This design comes from an exercise in tuning for small area on the open sky130 flow, not from production work. The RTL of this run was laid out without a check of its function. No activity file was given, so power comes from the tool's default toggle rates.

File: run.sh
#!/bin/bash
# synth_recipe.tcl (not shown) runs the flow's synth.tcl, then flattens the netlist and writes it again
# the make line also repeats each setting of config.mk as NAME=value (left out here)
make -C /OpenROAD-flow-scripts/flow DESIGN_CONFIG=/design/flow/config.mk WORK_HOME=/design/flow/orfs CLKGATE_MAP_FILE= SYNTH_SCRIPT=/design/flow/synth_recipe.tcl finish
File: config.mk
export PLATFORM = sky130hd
export DESIGN_NAME = clock_top_57
export DESIGN_NICKNAME = clock_top_57
export VERILOG_FILES = /design/flow/design.v
export SDC_FILE = /design/flow/constraint.sdc
export NUM_CORES = 4
export LEC_CHECK = 0
export CAP_MARGIN = 20
export CORE_MARGIN = 2
export CORE_UTILIZATION = 40
export SLEW_MARGIN = 20
File: constraint.sdc
create_clock -name core_clock -period 20.0 [get_ports {clk_50m_57}]
set_input_delay 4.0000 -clock core_clock [delete_from_list [all_inputs] [get_ports {clk_50m_57}]]
set_output_delay 4.0000 -clock core_clock [all_outputs]
set_load 0.01 [all_outputs]
File: design.v
module deshake1_57(
    input  clk_50m_57 ,
    input  key_in_57  ,
    output key_out_57
); 
reg     key_in_57_1;
reg     key_in_57_2;
reg     key_in_57_3;
reg     key_in_57_4;
reg     key_in_57_5;
reg     key_in_57_6;
reg     key_in_57_7;
reg     key_in_57_8;
always@(posedge clk_50m_57)begin
        begin
            key_in_57_1 <= key_in_57;
            key_in_57_2 <= key_in_57_1;
            key_in_57_3 <= key_in_57_2;
            key_in_57_4 <= key_in_57_3;
            key_in_57_5 <= key_in_57_4;
            key_in_57_6 <= key_in_57_5;
            key_in_57_7 <= key_in_57_6;
            key_in_57_8 <= key_in_57_7;
        end
end
assign key_out_57 = key_in_57_1 &
                    key_in_57_2 &
                    key_in_57_3 &
                    key_in_57_4 &
                    key_in_57_5 &
                    key_in_57_6 &
                    key_in_57_7 &
                    key_in_57_8 ;
endmodule
module fre_div_57 (
    input               clk_50m_57  ,
    input               rst_57      ,
    output   reg        clk_1fs_57  ,
    output   reg        clk_1_57    ,
    output   reg        clk_05_57   ,  
    output   reg        clk_500_57  ,
    output   reg        clk_1k_57   ,
    output   reg        clk_5k_57   ,
    output   reg        clk_523_57  ,
    output   reg        clk_587_57  ,
    output   reg        clk_659_57  ,
    output   reg        clk_698_57  ,
    output   reg        clk_784_57  ,
    output   reg        clk_880_57  ,
    output   reg        clk_988_57  ,
    output   reg        clk_1047_57 
);
parameter freqfs1  =  5;
parameter freq1    =  2500;
parameter freq05   =  1250;
parameter freq500  =  50;
parameter freq1k   =  25;
parameter freq5k   =  5;
parameter freq523  =  47;
parameter freq587  =  42;
parameter freq659  =  37;
parameter freq698  =  35;
parameter freq784  =  31;
parameter freq880  =  28;
parameter freq988  =  25;
parameter freq1047 =  23;
reg [31:0] cnt_fs1_57   ;
reg [31:0] cnt_1_57     ;
reg [31:0] cnt_05_57    ;
reg [31:0] cnt_500_57   ;
reg [31:0] cnt_1k_57    ;
reg [31:0] cnt_5k_57    ;
reg [31:0] cnt_523_57   ;
reg [31:0] cnt_587_57   ;
reg [31:0] cnt_659_57   ;
reg [31:0] cnt_698_57   ;
reg [31:0] cnt_784_57   ;
reg [31:0] cnt_880_57   ;
reg [31:0] cnt_988_57   ;
reg [31:0] cnt_1047_57  ;
always @(posedge clk_50m_57) begin
    if(rst_57) begin
        cnt_fs1_57 <= 0;clk_1fs_57 <= 0;
        cnt_1_57 <= 0; clk_1_57 <= 0;
        cnt_05_57 <= 0; clk_05_57 <= 0;
        cnt_500_57 <= 0; clk_500_57 <= 0;
        cnt_1k_57 <= 0; clk_1k_57 <= 0;
        cnt_5k_57 <= 0; clk_5k_57 <= 0;
    end else begin
        if(cnt_fs1_57 == freqfs1-1)begin
            cnt_fs1_57 <= 0; clk_1fs_57 <= ~clk_1fs_57;
        end else cnt_fs1_57 <= cnt_fs1_57+1;
        if(cnt_1_57 == freq1-1)begin
            cnt_1_57 <= 0; clk_1_57 <= ~clk_1_57;
        end else cnt_1_57 <= cnt_1_57+1;
        if(cnt_05_57 == freq05-1)begin
            cnt_05_57 <= 0; clk_05_57 <= ~clk_05_57;
        end else cnt_05_57 <= cnt_05_57+1;
        if (cnt_500_57 == freq500 - 1) begin 
            cnt_500_57 <= 0; clk_500_57 <= ~clk_500_57; 
        end else cnt_500_57 <= cnt_500_57 + 1;
        if (cnt_1k_57 == freq1k - 1) begin 
            cnt_1k_57 <= 0; clk_1k_57 <= ~clk_1k_57; 
        end else cnt_1k_57 <= cnt_1k_57 + 1;
        if (cnt_5k_57 == freq5k - 1) begin 
            cnt_5k_57 <= 0; clk_5k_57 <= ~clk_5k_57; 
        end else cnt_5k_57 <= cnt_5k_57 + 1;
    end
end
always @(posedge clk_50m_57) begin
    if (rst_57) begin
        cnt_523_57  <= 0; clk_523_57  <= 0;
        cnt_587_57  <= 0; clk_587_57  <= 0;
        cnt_659_57  <= 0; clk_659_57  <= 0;
        cnt_698_57  <= 0; clk_698_57  <= 0;
        cnt_784_57  <= 0; clk_784_57  <= 0;
        cnt_880_57  <= 0; clk_880_57  <= 0;
        cnt_988_57  <= 0; clk_988_57  <= 0;
        cnt_1047_57 <= 0; clk_1047_57 <= 0;
    end else begin
        if (cnt_523_57 == freq523 - 1) begin 
            cnt_523_57 <= 0; clk_523_57 <= ~clk_523_57; 
        end else cnt_523_57 <= cnt_523_57 + 1;
        if (cnt_587_57 == freq587 - 1) begin 
            cnt_587_57 <= 0; clk_587_57 <= ~clk_587_57; 
        end else cnt_587_57 <= cnt_587_57 + 1;
        if (cnt_659_57 == freq659 - 1) begin 
            cnt_659_57 <= 0; clk_659_57 <= ~clk_659_57; 
        end else cnt_659_57 <= cnt_659_57 + 1;
        if (cnt_698_57 == freq698 - 1) begin 
            cnt_698_57 <= 0; clk_698_57 <= ~clk_698_57; 
        end else cnt_698_57 <= cnt_698_57 + 1;
        if (cnt_784_57 == freq784 - 1) begin 
            cnt_784_57 <= 0; clk_784_57 <= ~clk_784_57; 
        end else cnt_784_57 <= cnt_784_57 + 1;
        if (cnt_880_57 == freq880 - 1) begin 
            cnt_880_57 <= 0; clk_880_57 <= ~clk_880_57; 
        end else cnt_880_57 <= cnt_880_57 + 1;
        if (cnt_988_57 == freq988 - 1) begin 
            cnt_988_57 <= 0; clk_988_57 <= ~clk_988_57; 
        end else cnt_988_57 <= cnt_988_57 + 1;
        if (cnt_1047_57 == freq1047 - 1) begin 
            cnt_1047_57 <= 0; clk_1047_57 <= ~clk_1047_57; 
        end else cnt_1047_57 <= cnt_1047_57 + 1;
    end
end
endmodule
module display_57 (
    input               clk_57       ,
    input               tick_57      ,  
    input               clk_05_57    ,
    input               rst_57       ,
    input               time_model_57,
    input               shine_e_57   ,  
    input  wire [2:0]   select_57    ,  
    input  wire [6:0]   sec_57       ,
    input  wire [6:0]   min_57       ,
    input  wire [6:0]   hour_57      ,
    input               week_e_57    ,
    input  wire [3:0]   week_day_57  ,
    output wire [6:0]    seg_57      ,
    output wire [7:0]    dig_o_57    
);
reg   shine_57;
parameter freq05   =  1000/2/2;
reg [31:0] cnt_05_57    ;
always @(posedge clk_57) begin
    if(rst_57) begin
        cnt_05_57 <= 0; shine_57 <= 0;
    end else if(tick_57) begin
        if(cnt_05_57 == freq05-1)begin
            cnt_05_57 <= 0; shine_57 <= ~shine_57;
        end else cnt_05_57 <= cnt_05_57+1;
    end
end
reg  [7:0]    dig_scan_57;
wire [7:0]    dig_shine_57;
wire [7:0]    dig_0_57 = 8'b11111110;
always @(posedge clk_57) begin
    if(rst_57)begin
        dig_scan_57 <= 8'b11111110;
    end else if(tick_57) begin
        dig_scan_57 <= {dig_scan_57[6:0], dig_scan_57[7]};
    end
end
wire [7:0] select_two_57;
assign select_two_57 = select_57==3'b001 ? 8'b00000011 : 
                       select_57==3'b010 ? 8'b00011000 :
                       select_57==3'b100 ? 8'b11000000 :
                       8'b00000000 ;
integer  i;
assign dig_shine_57[0] = select_two_57[0] == 1'b1 ? ((~shine_57) | dig_scan_57[0]) : dig_scan_57[0];
assign dig_shine_57[1] = select_two_57[1] == 1'b1 ? ((~shine_57) | dig_scan_57[1]) : dig_scan_57[1];
assign dig_shine_57[2] = select_two_57[2] == 1'b1 ? ((~shine_57) | dig_scan_57[2]) : dig_scan_57[2];
assign dig_shine_57[3] = select_two_57[3] == 1'b1 ? ((~shine_57) | dig_scan_57[3]) : dig_scan_57[3];
assign dig_shine_57[4] = select_two_57[4] == 1'b1 ? ((~shine_57) | dig_scan_57[4]) : dig_scan_57[4];
assign dig_shine_57[5] = select_two_57[5] == 1'b1 ? ((~shine_57) | dig_scan_57[5]) : dig_scan_57[5];
assign dig_shine_57[6] = select_two_57[6] == 1'b1 ? ((~shine_57) | dig_scan_57[6]) : dig_scan_57[6];
assign dig_shine_57[7] = select_two_57[7] == 1'b1 ? ((~shine_57) | dig_scan_57[7]) : dig_scan_57[7];
assign dig_o_57 =   week_e_57  ? dig_0_57     :
                    shine_e_57 ? dig_shine_57 : 
                    dig_scan_57;
wire [3:0] current_num_57;
assign current_num_57 = week_e_57 ? week_day_57:
    time_model_57 ? (
    dig_scan_57 == 8'b11111110 ? sec_57 % 10 : 
    dig_scan_57 == 8'b11111101 ? sec_57 / 10 : 
    dig_scan_57 == 8'b11111011 ? 10 : 
    dig_scan_57 == 8'b11110111 ? min_57 % 10 : 
    dig_scan_57 == 8'b11101111 ? min_57 / 10 : 
    dig_scan_57 == 8'b11011111 ? 10 : 
    dig_scan_57 == 8'b10111111 ? hour_57 % 10 : 
    dig_scan_57 == 8'b01111111 ? hour_57 / 10 : 
    4'b1111                            ) : 
    4'b1111                              ;  
assign seg_57 = (current_num_57 == 4'b0000) ? 7'b0111111 :  
                (current_num_57 == 4'b0001) ? 7'b0000110 :  
                (current_num_57 == 4'b0010) ? 7'b1011011 :  
                (current_num_57 == 4'b0011) ? 7'b1001111 :  
                (current_num_57 == 4'b0100) ? 7'b1100110 :  
                (current_num_57 == 4'b0101) ? 7'b1101101 :  
                (current_num_57 == 4'b0110) ? 7'b1111101 :  
                (current_num_57 == 4'b0111) ? 7'b0000111 :  
                (current_num_57 == 4'b1000) ? 7'b1111111 :  
                (current_num_57 == 4'b1001) ? 7'b1101111 :  
                (current_num_57 == 4'b1010) ? 7'b1000000 :  
                7'b0000000;  
endmodule
module register_57(
    input wire clk_57,                 
    input wire rst_57,               
    input wire read_e_57,              
    input wire [2:0] read_addr_57,       
    input wire write_e_57,             
    input wire [2:0] write_addr_57,      
    input wire [6:0] write_sec_57,       
    input wire [6:0] write_min_57,       
    input wire [6:0] write_hour_57,      
    output reg [6:0] read_sec_57,        
    output reg [6:0] read_min_57,        
    output reg [6:0] read_hour_57       
);
reg [6:0] second [6:0];
reg [6:0] minute [6:0];
reg [6:0] hour   [6:0];
integer i;
always @(posedge clk_57) begin
    if (rst_57) begin
        for (i = 0; i < 7; i = i + 1) begin
            second[i] <= 0;
            minute[i] <= 0;
            hour[i] <= 0;
        end
    end else if (write_e_57) begin
        second[write_addr_57] <= write_sec_57;
        minute[write_addr_57] <= write_min_57;
        hour[write_addr_57] <= write_hour_57;
    end
end
always @(posedge clk_57) begin
    if (rst_57) begin
        read_sec_57 <= 0;
        read_min_57 <= 0;
        read_hour_57 <= 0;
    end else if (read_e_57) begin
        read_sec_57 <= second[read_addr_57];
        read_min_57 <= minute[read_addr_57];
        read_hour_57 <= hour[read_addr_57];
    end
end
endmodule
module time_clock_correct_57 (
    input               clk_50m_57   ,
    input               clk_1_57     ,
    input               rst_57       ,
    input               clock_e_57   ,  
    input               correct_e_57 ,
    input               key_select_rise_57,  
    input               key_select_57,  
    input               key_add_57   ,  
    input               key_sub_57   ,  
    output  wire[2:0]  select_57    ,
    output  reg [6:0]   sec_57       ,
    output  reg [6:0]   min_57       ,
    output  reg [6:0]   hour_57      
);
reg [2:0]    select_reg_57;
assign select_57 = select_reg_57;
reg clk_1_57_prev;
always @(posedge clk_50m_57) begin
    if(rst_57) begin
        clk_1_57_prev <= 1'b0;
    end else begin
        clk_1_57_prev <= clk_1_57;
    end
end
reg key_add_57_prev;
always @(posedge clk_50m_57) begin
    if(rst_57) begin
        key_add_57_prev <= 1'b0;
    end else begin
        key_add_57_prev <= key_add_57;
    end
end
reg key_sub_57_prev;
always @(posedge clk_50m_57) begin
    if(rst_57) begin
        key_sub_57_prev <= 1'b0;
    end else begin
        key_sub_57_prev <= key_sub_57;
    end
end
always @(posedge clk_50m_57) begin
    if(rst_57) begin
        sec_57  <= 0;
        min_57  <= 0;
        hour_57 <= 0;
    end
    else if(clock_e_57) begin
        if(clk_1_57 && !clk_1_57_prev) begin
            if(sec_57==59) begin
                sec_57<=0;
                if(min_57==59) begin
                    min_57<=0;
                    if(hour_57==23) begin
                        hour_57<=0;
                    end else begin
                        hour_57<=hour_57+1;
                    end
                end else begin
                    min_57<=min_57+1;
                end
            end 
            else begin
                sec_57<=sec_57+1;
            end
        end
    end 
    else if(correct_e_57) begin
        if(key_add_57 && !key_add_57_prev) begin
            case (select_57)
                3'b001: begin
                    if(sec_57==59) begin
                        sec_57<=0;
                    end 
                    else begin
                        sec_57<=sec_57+1;
                    end
                end
                3'b010: begin
                    if(min_57==59) begin
                        min_57<=0;
                    end 
                    else begin
                        min_57<=min_57+1;
                    end
                end
                3'b100: begin
                    if(hour_57==23) begin
                        hour_57<=0;
                    end 
                    else begin
                        hour_57<=hour_57+1;
                    end
                end                
                default: ;
            endcase
        end
        else if(key_sub_57 && !key_sub_57_prev) begin
            case (select_57)
                3'b001: begin
                    if(sec_57==0) begin
                        sec_57<=59;
                    end 
                    else begin
                        sec_57<=sec_57-1;
                    end
                end
                3'b010: begin
                    if(min_57==0) begin
                        min_57<=59;
                    end 
                    else begin
                        min_57<=min_57-1;
                    end
                end
                3'b100: begin
                    if(hour_57==0) begin
                        hour_57<=23;
                    end 
                    else begin
                        hour_57<=hour_57-1;
                    end
                end                
                default: ;
            endcase
        end
    end
end
always @(posedge clk_50m_57) begin
    if(rst_57)
        select_reg_57  <= 3'b001;
    else if(key_select_rise_57 && correct_e_57)
        select_reg_57  <= {select_reg_57[1:0], select_reg_57[2]};
end
endmodule
module time_stopwatch_run (
    input               clk_50m_57                ,
    input               tick_fs_57                ,  
    input               rst_57                    ,
    input               stopwatch_run_e_57            ,
    input               key_run_stop_57           ,  
    input               key_record_57             ,  
    input               key_rst_57                ,  
    output   reg         write_e_57               ,
    output   reg  [2:0]  write_addr_57            ,
    output   reg  [6:0]  record_stopwatch_sec_57  ,
    output   reg  [6:0]  record_stopwatch_min_57  ,
    output   reg  [6:0]  record_stopwatch_hour_57 ,
    output  reg [6:0]    fsec_57                  ,
    output  reg [6:0]    sec_57                   ,
    output  reg [6:0]    min_57     
);
reg     run_57;
reg key_record_57_prev;
always @(posedge clk_50m_57) begin
    if(rst_57) begin
        key_record_57_prev <= 1'b0;
    end else begin
        key_record_57_prev <= key_record_57;
    end
end
reg key_run_stop_57_prev;
always @(posedge clk_50m_57) begin
    if(rst_57) begin
        key_run_stop_57_prev <= 1'b0;
    end else begin
        key_run_stop_57_prev <= key_run_stop_57;
    end
end
wire key_record_rise_57   = key_record_57 && !key_record_57_prev;
wire key_run_stop_rise_57 = key_run_stop_57 && !key_run_stop_57_prev;
always @(posedge clk_50m_57) begin
    if(rst_57) begin
        fsec_57 <= 0;
        sec_57  <= 0;
        min_57  <= 0;
    end
    else if(tick_fs_57) begin
        if(key_rst_57) begin
            fsec_57 <= 0;
            sec_57  <= 0;
            min_57  <= 0;
        end
        else if(run_57 & stopwatch_run_e_57) begin
            if(fsec_57==99) begin
                fsec_57<=0;
                if(sec_57==59) begin
                    sec_57<=0;
                    if(min_57==59) begin
                        min_57<=0;
                    end else begin
                        min_57<=min_57+1;
                    end
                end else begin
                    sec_57<=sec_57+1;
                end
            end 
            else begin
                fsec_57<=fsec_57+1;
            end
        end
    end
end
always @(posedge clk_50m_57) begin
    if(rst_57)
        run_57 <= 1'b0;
    else if(key_run_stop_rise_57 && stopwatch_run_e_57)begin
        run_57  <= ~run_57;
    end
end
always @(posedge clk_50m_57) begin
    if(rst_57)begin
        record_stopwatch_sec_57 <= 0;
        record_stopwatch_min_57 <= 0;
        record_stopwatch_hour_57<= 0;
    end
    else if(key_record_rise_57 && stopwatch_run_e_57)begin
        record_stopwatch_sec_57 <= fsec_57;
        record_stopwatch_min_57 <= sec_57 ;
        record_stopwatch_hour_57<= min_57 ;
    end
end
always @(posedge clk_50m_57) begin
    if(rst_57)begin
        write_addr_57 <= 0;
        write_e_57 <= 0;
    end
    else if(stopwatch_run_e_57)begin
        if(key_record_rise_57)begin
            write_e_57 <= 1;
            if(write_addr_57==4) begin
                write_addr_57 <= 0;
            end
            else begin
                write_addr_57 <= write_addr_57+1;
            end
        end
        else write_e_57 <= 0;
    end
    else write_e_57 <= 0;
end
endmodule
module time_stopwatch_record_57 (
    input               clk_50m_57                ,
    input               rst_57                    ,
    input               stopwatch_read_e_57       ,
    input               key_next_57               ,  
    output   reg        read_e_57               ,
    output   reg  [2:0] read_addr_57            ,
    input     [6:0]     record_stopwatch_sec_57  ,
    input     [6:0]     record_stopwatch_min_57  ,
    input     [6:0]     record_stopwatch_hour_57 ,
    output  reg [6:0]   sec_57                   ,
    output  reg [6:0]   min_57                   ,
    output  reg [6:0]   hour_57    
);
reg key_next_57_prev;
always @(posedge clk_50m_57) begin
    if(rst_57) begin
        key_next_57_prev <= 1'b0;
    end else begin
        key_next_57_prev <= key_next_57;
    end
end
always @(posedge clk_50m_57) begin
    if(rst_57)begin
        read_addr_57 <= 0;
        read_e_57 <= 0;
    end
    else if(stopwatch_read_e_57)begin
        if(key_next_57 && !key_next_57_prev)begin
            read_e_57 <= 1;
            if(read_addr_57==4) begin
                read_addr_57 <= 0;
            end
            else begin
                read_addr_57 <= read_addr_57+1;
            end
        end
        else read_e_57 <= 0;
    end
    else read_e_57 <= 0;
end
always @(posedge clk_50m_57) begin
    if(rst_57)begin
        sec_57  <= 0;
        min_57  <= 0;
        hour_57 <= 0;
    end
    else begin
        if(stopwatch_read_e_57) begin
            sec_57  <= record_stopwatch_sec_57  ;
            min_57  <= record_stopwatch_min_57  ; 
            hour_57 <= record_stopwatch_hour_57 ;
        end
    end
end
endmodule
module time_alarm_set_57 (
    input               clk_50m_57   ,
    input               clk_1_57     ,
    input               rst_57       ,
    input               alarm_e_57   ,
    input               key_select_rise_57,  
    input               key_select_57,  
    input               key_add_57   ,  
    input               key_sub_57   ,  
    input               key_confirm_57,  
    output  wire[2:0]   select_57    ,
    output  reg [6:0]   sec_57       ,
    output  reg [6:0]   min_57       ,
    output  reg [6:0]   hour_57      ,
    output  reg         write_clock_e_57
);
reg [2:0]    select_reg_57;
assign select_57 = select_reg_57;
reg key_confirm_57_prev;
always @(posedge clk_50m_57) begin
    if(rst_57) begin
        key_confirm_57_prev <= 1'b0;
    end else begin
        key_confirm_57_prev <= key_confirm_57;
    end
end
reg key_add_57_prev;
always @(posedge clk_50m_57) begin
    if(rst_57) begin
        key_add_57_prev <= 1'b0;
    end else begin
        key_add_57_prev <= key_add_57;
    end
end
reg key_sub_57_prev;
always @(posedge clk_50m_57) begin
    if(rst_57) begin
        key_sub_57_prev <= 1'b0;
    end else begin
        key_sub_57_prev <= key_sub_57;
    end
end
always @(posedge clk_50m_57) begin
    if(rst_57) begin
        sec_57  <= 0;
        min_57  <= 0;
        hour_57 <= 0;
    end
    else if(alarm_e_57) begin
        if(key_add_57 && !key_add_57_prev) begin
            case (select_57)
                3'b001: begin
                    if(sec_57==59) begin
                        sec_57<=0;
                    end 
                    else begin
                        sec_57<=sec_57+1;
                    end
                end
                3'b010: begin
                    if(min_57==59) begin
                        min_57<=0;
                    end 
                    else begin
                        min_57<=min_57+1;
                    end
                end
                3'b100: begin
                    if(hour_57==23) begin
                        hour_57<=0;
                    end 
                    else begin
                        hour_57<=hour_57+1;
                    end
                end                
                default: ;
            endcase
        end
        else if(key_sub_57 && !key_sub_57_prev) begin
            case (select_57)
                3'b001: begin
                    if(sec_57==0) begin
                        sec_57<=59;
                    end 
                    else begin
                        sec_57<=sec_57-1;
                    end
                end
                3'b010: begin
                    if(min_57==0) begin
                        min_57<=59;
                    end 
                    else begin
                        min_57<=min_57-1;
                    end
                end
                3'b100: begin
                    if(hour_57==0) begin
                        hour_57<=23;
                    end 
                    else begin
                        hour_57<=hour_57-1;
                    end
                end                
                default: ;
            endcase
        end
    end
end
always @(posedge clk_50m_57) begin
    if(rst_57)
        select_reg_57  <= 3'b001;
    else if(key_select_rise_57 && alarm_e_57)
        select_reg_57  <= {select_reg_57[1:0], select_reg_57[2]};
end
always @(posedge clk_50m_57) begin
    if(rst_57) write_clock_e_57 <= 0;
    else if(alarm_e_57) begin
        if(key_add_57 && !key_add_57_prev) begin
            write_clock_e_57 <= 1;
        end
        else write_clock_e_57 <= 0;
    end
end
endmodule
module week_ctrl_57 (
    input               clk_50m_57   ,
    input               tick_57     ,  
    input               rst_57      ,
    input               week_e_57   ,
    input               key_add_57  ,
    input               key_sub_57  ,
    output   [2:0]      week_day_o_57
);
reg [2:0]   week_day_57;
assign week_day_o_57 = week_day_57;
reg key_add_57_prev;
always @(posedge clk_50m_57) begin
    if(rst_57) begin
        key_add_57_prev <= 1'b0;
    end else if(tick_57) begin
        key_add_57_prev <= key_add_57;
    end
end
reg key_sub_57_prev;
always @(posedge clk_50m_57) begin
    if(rst_57) begin
        key_sub_57_prev <= 1'b0;
    end else if(tick_57) begin
        key_sub_57_prev <= key_sub_57;
    end
end
always @(posedge clk_50m_57) begin
    if(rst_57) begin
        week_day_57  <= 0;
    end
    else if(tick_57 && week_e_57) begin
        if(key_add_57 && !key_add_57_prev) begin
            week_day_57 <= week_day_57+1;
            if (week_day_57 == 7) begin
                week_day_57 <= 1;
            end
        end
        else if(key_sub_57 && !key_sub_57_prev) begin
            week_day_57 <= week_day_57-1;
            if (week_day_57 == 1) begin
                week_day_57 <= 7;
            end
        end
    end
end
endmodule
module bell_sound_57(
    input 	  clk_50m_57    ,
    input     tick_05_57    ,  
    input     rst_57        ,
    input     bell_e_57     ,    
    input     sound_e_57    ,  
    input     sound_model_57,  
    input     organ_e_57    ,
    input     key0_out_57   ,
    input     key1_out_57   ,
    input     key2_out_57   ,
    input     key3_out_57   ,
    input     key4_out_57   ,
    input     key5_out_57   ,    
    input     key6_out_57   ,
    input     key7_out_57   ,
    input     do_57         ,
    input     re_57         ,
    input     mi_57         ,
    input     fa_57         ,
    input     so_57         ,
    input     la_57         ,
    input     ti_57         ,
    input     doh_57        ,
    output  wire  bell_w_57    
);
reg [6:0] cnt_57     ;
reg [5:0] num_57      ;
reg [6:0] cnt1_57     ;
reg [5:0] num1_57      ;
reg bell_57;
always @(posedge clk_50m_57) begin
    if(rst_57) begin
        cnt_57 <= 0;    
        num_57 <= 0;
    end
    else if(tick_05_57) begin
        if(cnt_57 == 63) begin
            cnt_57 <=0;
        end else begin
            cnt_57 <= cnt_57+1;
        end
    end
end
always @(posedge clk_50m_57) begin
    if(rst_57) begin
        bell_57 <= 0;    
    end
    else begin
        case (cnt_57)
            7'd0, 7'd1, 7'd2, 7'd16, 7'd17, 7'd18:bell_57<=doh_57 ;
            7'd3, 7'd19, 7'd48, 7'd49, 7'd50, 7'd51:bell_57<=la_57;
            7'd4, 7'd5, 7'd6, 7'd20, 7'd21, 7'd22, 7'd52, 7'd53, 7'd54, 7'd56, 7'd57, 7'd58, 7'd59, 7'd60, 7'd61:bell_57<=so_57;
            7'd7, 7'd23, 7'd12, 7'd13, 7'd14, 7'd15, 7'd27, 7'd35, 7'd44, 7'd45, 7'd46, 7'd55:bell_57<=fa_57;
            7'd8, 7'd9, 7'd10, 7'd24, 7'd25, 7'd26, 7'd32, 7'd33, 7'd34, 7'd40, 7'd41, 7'd42:bell_57<=re_57;
            7'd11, 7'd43:bell_57<=mi_57;
            7'd28, 7'd29, 7'd30, 7'd31, 7'd36, 7'd37, 7'd38, 7'd39:bell_57<=do_57;
            7'd47:bell_57<=ti_57;
            7'd62, 7'd63:bell_57<=0;
            default: bell_57<=0;
        endcase
    end
end
reg bell1_57;
always @(posedge clk_50m_57) begin
    if(rst_57) begin
        cnt1_57 <= 0;    
        num1_57 <= 0;
    end
    else if(tick_05_57 && sound_e_57) begin
        if(cnt1_57 == 63) begin
            cnt1_57 <=0;
            num1_57 <= num1_57 +1;
        end else if(num1_57>=4)begin
            cnt1_57 <= 64;
        end else begin
            cnt1_57 <= cnt1_57+1;
        end
    end
end
always @(posedge clk_50m_57) begin
    if(rst_57) begin
        bell1_57 <= 0;    
    end
    else if(sound_e_57) begin
        case (cnt1_57)
            7'd0, 7'd2:bell1_57<=re_57 ;
            7'd4, 7'd6:bell1_57<=la_57;
            default: bell1_57<=0;
        endcase
    end
end
reg bell3_57;
always @(posedge clk_50m_57) begin
    if(rst_57) begin
        bell3_57 <= 0;    
    end
    else begin
        if(key7_out_57)      bell3_57 <= do_57 ;
        else if(key6_out_57) bell3_57 <= re_57 ;
        else if(key5_out_57) bell3_57 <= mi_57 ;
        else if(key4_out_57) bell3_57 <= fa_57 ;
        else if(key3_out_57) bell3_57 <= so_57 ;
        else if(key2_out_57) bell3_57 <= la_57 ;
        else if(key1_out_57) bell3_57 <= ti_57 ;   
        else if(key0_out_57) bell3_57 <= doh_57;        
    end
end
assign bell_w_57 = organ_e_57 ? bell3_57 :
                bell_e_57 ? bell_57 : 0;
endmodule
module bell_led_ctrl_57(
    input 	  clk_50m_57    ,
    input     clk_05_57     ,
    input     rst_57        ,
    input [6:0]    now_sec_57    ,
    input [6:0]    now_min_57    ,
    input [6:0]    now_hour_57    ,
    input [6:0]    clock_sec_57    ,
    input [6:0]    clock_min_57    ,
    input [6:0]    clock_hour_57   ,
    output       sound_e_57      ,
    output reg   sound_model_57 
);
reg sound0_57;
reg sound1_57;
always @(posedge clk_50m_57) begin
    if(rst_57) begin
        sound0_57 <= 0;
        sound1_57 <= 0;
        sound_model_57 <= 0;
    end
    else if(now_sec_57 == clock_sec_57 && now_min_57 == clock_min_57 && now_hour_57 == clock_hour_57 ) begin
        sound0_57 <= 1;
        sound_model_57 <= 0;
    end
    else if(now_sec_57 == 0 && now_min_57 == 0) begin
        sound1_57 <= 1;
        sound_model_57 <= 1;
    end
end
assign sound_e_57 = sound0_57 | sound1_57;
endmodule
module led_light_57(
    input 	  clk_50m_57    ,
    input     clk_1_57     ,
    input     rst_57        ,
    input     game_e_57     ,
    input     sound_e_57    ,  
    input     sound_model_57,  
    output  wire [7:0]  led_w_57 
);
reg clk_1_57_prev;
always @(posedge clk_50m_57) begin
    if(rst_57) begin
        clk_1_57_prev <= 1'b0;
    end else begin
        clk_1_57_prev <= clk_1_57;
    end
end
reg [7:0] led2_57;
always @(posedge clk_50m_57) begin
    if(rst_57) begin
        led2_57 <= 8'b00000001;
    end
    else if(game_e_57) begin
        if(clk_1_57 && !clk_1_57_prev) begin
            led2_57 <= {led2_57[6:0], led2_57[7]};
        end
    end
end
reg [6:0] cnt_57     ;
reg [5:0] num_57      ;
reg [6:0] cnt1_57     ;
reg [5:0] num1_57      ;
reg [7:0] led_57;
wire tick_1_57 = clk_1_57 && !clk_1_57_prev;
always @(posedge clk_50m_57) begin
    if(rst_57) begin
        cnt_57 <= 0;    
        num_57 <= 0;
    end
    else if(tick_1_57 && sound_e_57) begin
        if(cnt_57 == 63) begin
            cnt_57 <=0;
            num_57 <= num_57 +1;
        end else if(num_57>=4)begin
            cnt_57 <= 64;
        end else begin
            cnt_57 <= cnt_57+1;
        end
    end
end
always @(posedge clk_50m_57) begin
    if(rst_57) begin
        led_57 <= 8'b00000001;    
    end
    else if(!tick_1_57) begin
    end
    else if(cnt_57!=64) begin
        led_57 <= {led_57[6:0], led_57[7]};
    end else begin
        led_57 <= 8'b00000000;
    end
end
reg [7:0] led1_57;
always @(posedge clk_50m_57) begin
    if(rst_57) begin
        cnt1_57 <= 0;    
        num1_57 <= 0;
    end
    else if(tick_1_57 && sound_e_57) begin
        if(cnt1_57 == 7) begin
            cnt1_57 <=0;
            num1_57 <= num1_57 +1;
        end else if(num1_57>=4)begin
            cnt1_57 <= 64;
        end else begin
            cnt1_57 <= cnt1_57+1;
        end
    end
end
always @(posedge clk_50m_57) begin
    if(rst_57) begin
        led1_57 <= 8'b00000000;    
    end
    else if(tick_1_57 && sound_e_57) begin
        case (cnt1_57)
            7'd0, 7'd2:led1_57<=8'b01010101 ;
            7'd4, 7'd6:led1_57<=8'b10101010;
            default: led1_57<=8'b00000000;
        endcase
    end
end
assign led_w_57 = game_e_57 ? led2_57 :
                    sound_e_57 ? 
                   (sound_model_57 ? led1_57 : led_57) : 8'b00000000;
endmodule
module clock_top_57 (
    input           clk_50m_57,
    input   [7:0]   sw_57 ,
    input   [7:0]   key_57 ,
    output  [6:0]    seg_57,
    output  [7:0]    dig_57,
    output  [7:0]    led_57,
    output           bell_57
);
wire   rst_57         ;
wire   clock_e_57     ;
wire   correct_e_57   ;
wire   stopwatch_e_57 ;
wire   alarm_e_57     ;
wire   week_e_57      ;
wire   game_e_57      ;
wire   organ_e_57     ;
wire   bell_e_57      ;
assign  clock_e_57     = sw_57[0];
assign  correct_e_57   = sw_57[1];
assign  stopwatch_e_57 = sw_57[2];
assign  alarm_e_57     = sw_57[3];
assign  week_e_57      = sw_57[4];
assign  game_e_57      = sw_57[5];
assign  organ_e_57     = sw_57[6];
assign  bell_e_57      = sw_57[7];
wire    key0_in_57 ;
wire    key1_in_57 ;
wire    key2_in_57 ;
wire    key3_in_57 ;
wire    key4_in_57 ;
wire    key5_in_57 ;
wire    key6_in_57 ;
wire    key7_in_57 ;
assign  key0_in_57 = key_57[0];
assign  key1_in_57 = key_57[1]; 
assign  key2_in_57 = key_57[2]; 
assign  key3_in_57 = key_57[3]; 
assign  key4_in_57 = key_57[4]; 
assign  key5_in_57 = key_57[5]; 
assign  key6_in_57 = key_57[6]; 
assign  key7_in_57 = key_57[7]; 
wire    key0_out_57 ;
wire    key1_out_57 ;
wire    key2_out_57 ;
wire    key3_out_57 ;
wire    key4_out_57 ;
wire    key5_out_57 ;
wire    key6_out_57 ;
wire    key7_out_57 ;
deshake1_57 u_deshake0(
    .clk_50m_57     (clk_50m_57     ),
    .key_in_57      (key0_in_57     ),
    .key_out_57     (key0_out_57    )
); 
deshake1_57 u_deshake1(
    .clk_50m_57     (clk_50m_57     ),
    .key_in_57      (key1_in_57     ),
    .key_out_57     (key1_out_57    )
); 
deshake1_57 u_deshake2(
    .clk_50m_57     (clk_50m_57     ),
    .key_in_57      (key2_in_57     ),
    .key_out_57     (key2_out_57    )
); 
deshake1_57 u_deshake3(
    .clk_50m_57     (clk_50m_57     ),
    .key_in_57      (key3_in_57     ),
    .key_out_57     (key3_out_57    )
); 
deshake1_57 u_deshake4(
    .clk_50m_57     (clk_50m_57     ),
    .key_in_57      (key4_in_57     ),
    .key_out_57     (key4_out_57    )
); 
deshake1_57 u_deshake5(
    .clk_50m_57     (clk_50m_57     ),
    .key_in_57      (key5_in_57     ),
    .key_out_57     (key5_out_57    )
); 
deshake1_57 u_deshake6(
    .clk_50m_57     (clk_50m_57     ),
    .key_in_57      (key6_in_57     ),
    .key_out_57     (key6_out_57    )
); 
deshake1_57 u_deshake7(
    .clk_50m_57     (clk_50m_57     ),
    .key_in_57      (key7_in_57     ),
    .key_out_57     (key7_out_57    )
); 
assign rst_57 = key7_out_57;
wire  clk_1fs_57 ;
wire  clk_1_57   ;
wire  clk_05_57  ;
wire  clk_500_57 ;
wire  clk_1k_57  ;
wire  clk_5k_57  ;
wire  do_57   ;
wire  re_57   ;
wire  mi_57   ;
wire  fa_57   ;
wire  so_57   ;
wire  la_57   ;
wire  ti_57   ;
wire  doh_57  ;
fre_div_57 u_fre_div_57(
    .clk_50m_57  (clk_50m_57 ),
    .rst_57      (rst_57     ),
    .clk_1fs_57  (clk_1fs_57 ),
    .clk_1_57    (clk_1_57   ),
    .clk_05_57   (clk_05_57  ),
    .clk_500_57  (clk_500_57 ),
    .clk_1k_57   (clk_1k_57  ),
    .clk_5k_57   (clk_5k_57  ),
    .clk_523_57  (do_57      ),
    .clk_587_57  (re_57      ),
    .clk_659_57  (mi_57      ),
    .clk_698_57  (fa_57      ),
    .clk_784_57  (so_57      ),
    .clk_880_57  (la_57      ),
    .clk_988_57  (ti_57      ),
    .clk_1047_57 (doh_57     )
);
reg clk_1fs_57_prev;
reg clk_1_57_prev;
reg clk_1k_57_prev;
reg clk_5k_57_prev;
reg key2_out_57_prev;
reg key6_out_57_prev;
always @(posedge clk_50m_57) begin
    if(rst_57) begin
        clk_1fs_57_prev  <= 1'b0;
        clk_1_57_prev    <= 1'b0;
        clk_1k_57_prev   <= 1'b0;
        clk_5k_57_prev   <= 1'b0;
        key2_out_57_prev <= 1'b0;
        key6_out_57_prev <= 1'b0;
    end else begin
        clk_1fs_57_prev  <= clk_1fs_57;
        clk_1_57_prev    <= clk_1_57;
        clk_1k_57_prev   <= clk_1k_57;
        clk_5k_57_prev   <= clk_5k_57;
        key2_out_57_prev <= key2_out_57;
        key6_out_57_prev <= key6_out_57;
    end
end
wire tick_1fs_57  = clk_1fs_57  && !clk_1fs_57_prev;
wire tick_1_57    = clk_1_57    && !clk_1_57_prev;
wire tick_1k_57   = clk_1k_57   && !clk_1k_57_prev;
wire tick_5k_57   = clk_5k_57   && !clk_5k_57_prev;
wire key2_rise_57 = key2_out_57 && !key2_out_57_prev;
wire key6_rise_57 = key6_out_57 && !key6_out_57_prev;
wire  is_time_model_57;
wire  is_week_model_57; 
wire  shine_e_57;
wire  [2:0] select_dig_57;
wire  stopwatch_run_model_57;
wire  stopwatch_record_model_57;
wire  alarm_set_model_57;
wire  [2:0] clock_select_dig_57;
wire  [2:0] alarm_select_dig_57;
wire  [6:0] display_sec_57 ;
wire  [6:0] display_min_57 ;
wire  [6:0] display_hour_57;
wire  [2:0] display_weekday_57;
assign is_time_model_57 = clock_e_57 | correct_e_57 | stopwatch_e_57 | alarm_e_57;
assign is_week_model_57 =     ~correct_e_57  
                            & ~stopwatch_e_57
                            & ~alarm_e_57    
                            & week_e_57     
                            & ~game_e_57     
                            & ~organ_e_57    ;
assign shine_e_57 = correct_e_57 | alarm_set_model_57;
assign stopwatch_run_model_57 = stopwatch_e_57 & ~alarm_e_57;
assign stopwatch_record_model_57 = stopwatch_e_57 & alarm_e_57;
assign alarm_set_model_57 = alarm_e_57 & ~stopwatch_e_57;
assign select_dig_57 =  alarm_set_model_57 ?  alarm_select_dig_57 : 
                        correct_e_57       ?  clock_select_dig_57 :
                        3'b000;
wire [6:0] sec_clock_57   ;
wire [6:0] min_clock_57   ;
wire [6:0] hour_clock_57  ;
wire [6:0] sec_stopwatch_run_57    ;
wire [6:0] min_stopwatch_run_57    ;
wire [6:0] hour_stopwatch_run_57   ;
wire [6:0] sec_stopwatch_record_57 ;
wire [6:0] min_stopwatch_record_57 ;
wire [6:0] hour_stopwatch_record_57;
wire [6:0] alarm_sec_clock_57 ;
wire [6:0] alarm_min_clock_57 ;
wire [6:0] alarm_hour_clock_57;
assign display_sec_57 = stopwatch_run_model_57 ? sec_stopwatch_run_57 :
                        stopwatch_record_model_57 ? sec_stopwatch_record_57 :
                        alarm_set_model_57 ? alarm_sec_clock_57 :
                        sec_clock_57 ;
assign display_min_57 = stopwatch_run_model_57 ? min_stopwatch_run_57 :
                        stopwatch_record_model_57 ? min_stopwatch_record_57 :
                        alarm_set_model_57 ? alarm_min_clock_57 :
                        min_clock_57 ;
assign display_hour_57= stopwatch_run_model_57 ? hour_stopwatch_run_57 :
                        stopwatch_record_model_57 ? hour_stopwatch_record_57 :
                        alarm_set_model_57 ? alarm_hour_clock_57 :
                        hour_clock_57 ;
wire write_clock_e_57;
reg [6:0]  sotred_sec_clock_57 ;
reg [6:0]  sotred_min_clock_57 ;
reg [6:0]  sotred_hour_clock_57;
always @(posedge clk_50m_57) begin
    if(rst_57)begin
        sotred_sec_clock_57  <= 0;
        sotred_min_clock_57  <= 0;
        sotred_hour_clock_57 <= 0;
    end
    else if(tick_5k_57 && write_clock_e_57)begin
        sotred_sec_clock_57  <= alarm_sec_clock_57  ;
        sotred_min_clock_57  <= alarm_min_clock_57  ;
        sotred_hour_clock_57 <= alarm_hour_clock_57 ;
    end
end
display_57 u_display_57(
    .clk_57       (clk_50m_57),
    .tick_57      (tick_1k_57),
    .clk_05_57    (clk_05_57),
    .rst_57       (rst_57),
    .time_model_57(is_time_model_57),
    .shine_e_57   (shine_e_57      ),
    .select_57    (select_dig_57),
    .sec_57       (display_sec_57),
    .min_57       (display_min_57),
    .hour_57      (display_hour_57),
    .week_e_57    (is_week_model_57),
    .week_day_57  (display_weekday_57),
    .seg_57       (seg_57),
    .dig_o_57     (dig_57)
);
wire         read_e_57    ;
wire [2:0]   read_addr_57 ;
wire         write_e_57   ;
wire [2:0]   write_addr_57;
wire [6:0]   write_sec_57 ;
wire [6:0]   write_min_57 ;
wire [6:0]   write_hour_57;
wire [6:0]   read_sec_57  ;
wire [6:0]   read_min_57  ;
wire [6:0]   read_hour_57 ;
register_57 u_register_57(
    .clk_57             (clk_50m_57   ),                 
    .rst_57             (rst_57       ),               
    .read_e_57          (read_e_57    ),     
    .read_addr_57       (read_addr_57 ),  
    .write_e_57         (write_e_57   ),    
    .write_addr_57      (write_addr_57), 
    .write_sec_57       (write_sec_57 ),  
    .write_min_57       (write_min_57 ),  
    .write_hour_57      (write_hour_57), 
    .read_sec_57        (read_sec_57  ),   
    .read_min_57        (read_min_57  ),   
    .read_hour_57       (read_hour_57 )
);
reg [1:0] freq_choice_57;
always @(posedge clk_50m_57) begin
    if(rst_57)begin
        freq_choice_57 <= 2'd0;
    end else if(!key6_rise_57)begin
    end else if(freq_choice_57 == 2'd3)begin
        freq_choice_57 <= 2'd0;
    end else begin
        freq_choice_57 <= freq_choice_57+ 1;
    end
end
wire clk_clock_57;
assign clk_clock_57 = freq_choice_57 == 2'd0 ? clk_1_57   :
                      freq_choice_57 == 2'd1 ? clk_500_57 :
                      freq_choice_57 == 2'd2 ? clk_5k_57  :
                      0;
time_clock_correct_57 u_time_clock_correct_57(
    .clk_50m_57     (clk_50m_57),
    .clk_1_57       (clk_clock_57),
    .rst_57         (rst_57),
    .clock_e_57     (clock_e_57),
    .correct_e_57   (correct_e_57),
    .key_select_rise_57 (key2_rise_57),
    .key_select_57  (key2_out_57),
    .key_add_57     (key0_out_57), 
    .key_sub_57     (key1_out_57),
    .select_57      (clock_select_dig_57),
    .sec_57         (sec_clock_57 ),
    .min_57         (min_clock_57 ),
    .hour_57        (hour_clock_57)
);
time_stopwatch_run U_time_stopwatch_run(
   .clk_50m_57                (clk_50m_57),
   .tick_fs_57                (tick_1fs_57),
   .rst_57                    (rst_57),
   .stopwatch_run_e_57        (stopwatch_run_model_57),
   .key_run_stop_57           (key0_out_57),  
   .key_record_57             (key1_out_57),  
   .key_rst_57                (key2_out_57),  
   . write_e_57               (write_e_57),
   . write_addr_57            (write_addr_57),
   . record_stopwatch_sec_57  (write_sec_57 ),
   . record_stopwatch_min_57  (write_min_57 ),
   . record_stopwatch_hour_57 (write_hour_57),
   .fsec_57                   (sec_stopwatch_run_57 ),
   .sec_57                    (min_stopwatch_run_57 ),
   .min_57                    (hour_stopwatch_run_57)
);
time_stopwatch_record_57 u_time_stopwatch_record_57(
    .clk_50m_57               (clk_50m_57),
    .rst_57                   (rst_57),
    .stopwatch_read_e_57      (stopwatch_record_model_57),
    .key_next_57              (key0_out_57),
    .read_e_57                (read_e_57    ),
    .read_addr_57             (read_addr_57 ),
    .record_stopwatch_sec_57  (read_sec_57 ),
    .record_stopwatch_min_57  (read_min_57 ),
    .record_stopwatch_hour_57 (read_hour_57),
    .sec_57                   (sec_stopwatch_record_57 ),
    .min_57                   (min_stopwatch_record_57 ),
    .hour_57                  (hour_stopwatch_record_57)
);
time_alarm_set_57 u_time_alarm_set_57(
    .clk_50m_57       (clk_50m_57),
    .clk_1_57         (clk_1_57),
    .rst_57           (rst_57),
    .alarm_e_57       (alarm_set_model_57),
    .key_select_rise_57 (key2_rise_57),
    .key_select_57    (key2_out_57),  
    .key_add_57       (key0_out_57),  
    .key_sub_57       (key1_out_57),  
    .key_confirm_57   (key3_out_57),  
    .select_57        (alarm_select_dig_57),
    .sec_57           (alarm_sec_clock_57 ),
    .min_57           (alarm_min_clock_57 ),
    .hour_57          (alarm_hour_clock_57),
    .write_clock_e_57 (write_clock_e_57   )
);
week_ctrl_57 u_week_ctrl_57 (
    .clk_50m_57 (clk_50m_57),
    .tick_57    (tick_1k_57),
    .rst_57     (rst_57),
    .week_e_57  (is_week_model_57),
    .key_add_57 (key0_out_57),
    .key_sub_57 (key1_out_57),
    .week_day_o_57(display_weekday_57)
);
wire sound_e_57;
wire sound_model_57;
bell_sound_57 u_bell_sound_57(
    .clk_50m_57    (clk_50m_57),
    .tick_05_57    (tick_1_57),
    .rst_57        (rst_57),
    .bell_e_57     (bell_e_57),    
    .sound_e_57    (sound_e_57),  
    .sound_model_57(sound_model_57),  
    .organ_e_57    (organ_e_57 ),  
    .key0_out_57   (key0_out_57),  
    .key1_out_57   (key1_out_57),  
    .key2_out_57   (key2_out_57),  
    .key3_out_57   (key3_out_57),  
    .key4_out_57   (key4_out_57),  
    .key5_out_57   (key5_out_57),  
    .key6_out_57   (key6_out_57),  
    .key7_out_57   (key7_out_57),  
    .do_57         (do_57 ),
    .re_57         (re_57 ),
    .mi_57         (mi_57 ),
    .fa_57         (fa_57 ),
    .so_57         (so_57 ),
    .la_57         (la_57 ),
    .ti_57         (ti_57 ),
    .doh_57        (doh_57),
    .bell_w_57     (bell_57)
);
bell_led_ctrl_57 u_bell_led_ctrl_57(
    .clk_50m_57    (clk_50m_57),
    .clk_05_57     (clk_1_57),
    .rst_57        (rst_57),
    .now_sec_57    (sec_clock_57 ),
    .now_min_57    (min_clock_57 ),
    .now_hour_57   (hour_clock_57),
    .clock_sec_57    (sotred_sec_clock_57),
    .clock_min_57    (sotred_min_clock_57),
    .clock_hour_57   (sotred_hour_clock_57),
    .sound_e_57      (sound_e_57),
    .sound_model_57  (sound_model_57)
);
led_light_57 u_led_light_57(
    .clk_50m_57     (clk_50m_57),
    .clk_1_57       (clk_1_57),
    .rst_57         (rst_57),
    .game_e_57      (game_e_57),
    .sound_e_57     (sound_e_57),
    .sound_model_57 (sound_model_57),
    .led_w_57       (led_57)
);
endmodule
==> metrics.cfg <==
[status]
status = finished clean

[clock_tree]
cts.sinks = 937
clock_path_buffers = 3
insertion_delay_ns = 0.70
cts.clk_slew.worst_paths_ns = 0.06
cts_tree = done
holdBufCountCts = 0
numCtsBuffers = 101
h-tree-depth = 3
post-cts-setup-buffers = 0
cts-root-buf = clkbuf_16
ctsResizeCount = 0

[timing]
fin_worst_skew_ns = 0.0537
finalSetupTns_ns = 0
worstMarginPinSlew_ns = 1.06
fin_crit_sh = 0.755
max_freq_mhz = 66.2
timing_hold_violations_final = 0
rsz0062_at_grt = false
max_slew_margin = 0.286
finalCriticalPeriod_ns = 15.10
finalMaxSlewViolations = 0
fin_ws_ns = 4.90
setup_viol = 0

[floorplanning]
core_area_sq_mm = 0.109
dieHeight_microns = 336
die_w_microns = 336
num_rows = 121
ios = 41
dieArea_sq_mm = 0.113
initial_core_util = 0.404

[worst_setup_path]
critPathArrivalTime_ns = 11.10
cp-end-kind = output pin
crit_type = primary input to output pin
required_ns = 16.00
crit_path_max_fanout = 35
critPathLaunchType = primary input
r2r_setup_slack_ns = 16.50

[route]
drc_errors = 0
avgRoutedWirePerCell_microns = 15.8
drtIter0Drc = 2116
wl_met2_microns = 47900
vias = 34700
wirelength_met1_microns = 48900
wl_met3_microns = 4320
drt_first_pass_iters = 6
top_layer = met5
avgViaCountPerCell = 5.30
wl_microns = 104000
ant_nets = 0

[synthesis]
synth_top_cell_by_area = dfxtp_1
ys_top_cells_by_count = nor2_1 (849), dfxtp_1 (790), nand2_1 (563), xor2_1 (303), a21oi_1 (273)
ys_seq_elements = 937
synth.area.top_cells = dfxtp_1 (36%), edfxtp_1 (10%), nor2_1 (7.2%), xor2_1 (6.0%), nand2_1 (4.8%)
ys_warn_count = 14
netlist.area_leader.share = 0.359
ys_seq_area_frac = 0.459
syn_nets = 5131
async_flop_share = 0
synth_flop_cell = dfxtp_1
synth_edf_count = 147
synth_most_common_cell = nor2_1
synth.avg_cell_area_sq_um = 8.77
synth_cells = 5027
synth_cell_types = 106
netlist_area_sq_mm = 0.0441

[global_routing]
grt_pass1_wl_microns = 170000
gr-total-overflow = 0
first_global_vias = 32700
grt_max_degree = 114
track_usage = 0.182
antenna_found_initial = 3

[final_layout]
final_util = 0.453
fin_nets = 5095
post_layout_nonfiller_instances = 6551
drive_gt1_frac = 0.0739
area_delta_synth_final_pct = 12.2
diodes = 0

[placed_design]
dpl.hpwl_microns = 69200
post-place-ws_ns = 4.89
dp_cells = 6364
gp_congestion = 0.896
io_buffers = 40

[pwr]
ir_drop_uv = 61.5
power_density_mw_per_mm2 = 101
p_leak_uw = 0.0185

[job]
cap_viol_max_count = 0

[min_path]
hp-class = flop to flop

## final timing paths
check	start	to	cells after the start
worst max-delay path	sw_57[2]	seg_57[3]	25
worst min-delay path	u_deshake0.key_in_57_6	u_deshake0.key_in_57_7	0
worst max register to register	u_deshake7.key_in_57_1	u_register_57.minute[2][3]	8
worst min register to register	u_deshake0.key_in_57_6	u_deshake0.key_in_57_7	0
## final cells by class
type / instances / area (sq um)
clock buffer: 146 / 2950
clock inverter: 41 / 664
fill: 10600 / 59700
inverter: 157 / 589
multi-input combinational: 3708 / 22400
sequential: 937 / 20200
tap: 1476 / 1850
timing repair buffer: 86 / 748
## worst max-delay path: stages
cell and delay [ns]:
buf_2 0.08, buf_4 0.46, mux4_2 0.72, inv_1 0.17
ha_1 0.16, inv_1 0.04, ha_1 0.33, nand2b_1 0.19
o21ai_1 0.46, nand2_1 0.11, o22ai_1 0.24, inv_1 0.13
ha_1 0.27, a211o_1 0.27, o211ai_1 0.10, a32o_2 0.19
nand4b_2 0.22, o22a_1 0.32, a211oi_2 0.28, mux2_2 0.38
a211oi_2 0.71, nand2_1 0.23, and2_4 0.24, a211oi_1 0.17
clkdlybuf4s50_1 0.57
## cells by family (layout without fill, tap and decap cells)
| kind of cell | after synthesis | after routing | synth area share |
|---|---|---|---|
| AND/OR/NAND/NOR | 2384 | 2384 | 0.254 |
| buffers and inverters | 382 | 430 | 0.0344 |
| multiplexers | 105 | 105 | 0.0418 |
| AO/OA/AOI/OAI | 668 | 668 | 0.0942 |
| flip-flops | 937 | 937 | 0.459 |
| XOR/XNOR | 464 | 464 | 0.0923 |
| adder cells (fa/ha/maj) | 87 | 87 | 0.0247 |
## power by group
part	leakage (uW)	internal [uW]	total, uW	switching [uW]
registers	0.00798	2080	2310	225
logic	0.00878	326	707	381
clock network	0.00176	1200	2000	794
## routing by layer
metal | track usage | up-vias
met5 | 0 | -
met2 | 0.301 | 665
met1 | 0.248 | 16400
li1 | - | 17500
met4 | 0.0530 | 2
met3 | 0.0261 | 165
## sequential cells by signal (all words and copies together), names as in the netlist, 8 cells and up
register / count
u_display_57.cnt_05_57: 32
u_fre_div_57.cnt_1_57: 32
u_fre_div_57.cnt_1047_57: 32
u_register_57.hour: 56
u_fre_div_57.cnt_1k_57: 32
u_fre_div_57.cnt_fs1_57: 32
u_fre_div_57.cnt_659_57: 32
u_fre_div_57.cnt_5k_57: 32
u_fre_div_57.cnt_784_57: 32
u_display_57.dig_scan_57: 8
u_register_57.second: 56
u_fre_div_57.cnt_523_57: 32
u_fre_div_57.cnt_500_57: 32
u_fre_div_57.cnt_698_57: 32
u_fre_div_57.cnt_988_57: 32
u_led_light_57.led_57: 8
u_led_light_57.led2_57: 8
u_fre_div_57.cnt_587_57: 32
u_register_57.minute: 56
u_fre_div_57.cnt_880_57: 32
## cells in the final DEF (no fill, tap or decap), types with 38 or more instances in the layout
| cell type | Yosys | layout |
|---|---|---|
| a21oi_1 | 273 | 273 |
| buf_4 | 2 | 45 |
| inv_1 | 155 | 155 |
| ha_1 | 87 | 87 |
| and3_1 | 86 | 86 |
| edfxtp_1 | 147 | 147 |
| nand3_1 | 250 | 250 |
| clkbuf_16 | 0 | 106 |
| nor2_1 | 849 | 846 |
| xnor2_1 | 160 | 160 |
| nor3_1 | 99 | 99 |
| nor4_1 | 94 | 94 |
| mux4_2 | 60 | 60 |
| o21ai_0 | 150 | 149 |
| xor2_1 | 303 | 303 |
| or3_1 | 84 | 84 |
| clkdlybuf4s50_1 | 0 | 38 |
| dfxtp_1 | 790 | 788 |
| nand2_1 | 563 | 563 |
| nand4_1 | 137 | 137 |
## metrics by stage
stage / total power [uW] / hold slack (ns) / area (sq um)
final: 5010 / 0.347 / 49500
after global routing: 5270 / 0.353 / 49500
after CTS: 5070 / 0.348 / 49500
after detailed placement: 3050 / 0.337 / 45900
after global placement: 3040 / 0.333 / 45900
after floorplan: 2850 / 0.330 / 44100

==> what the ideal ports hide <==
How much do the figures lean on ideal ports? The routed layout below was timed once more, with nothing changed but the port constraints.
Step 1: set_driving_cell puts a clkbuf_16 on clk_50m_57 and a buf_2 on each other input, an assumption about the parent block.
Step 2 times the ports against the registers' clock, not the clock port: input delays grow and output delays shrink by t, the midpoint of the rising clock arrivals with the driver on.
a / b / c = ideal / step 1 / step 2; a / b = the first two.
t, ns: 0.747
slack for setup (ns): 4.900 / 4.877 / 4.877
pins driven straight from the clock port: 1
After both steps this run still meets setup and hold. The setup slack of this run moves by -0.023 ns with the drivers and by -0.023 ns with both steps.
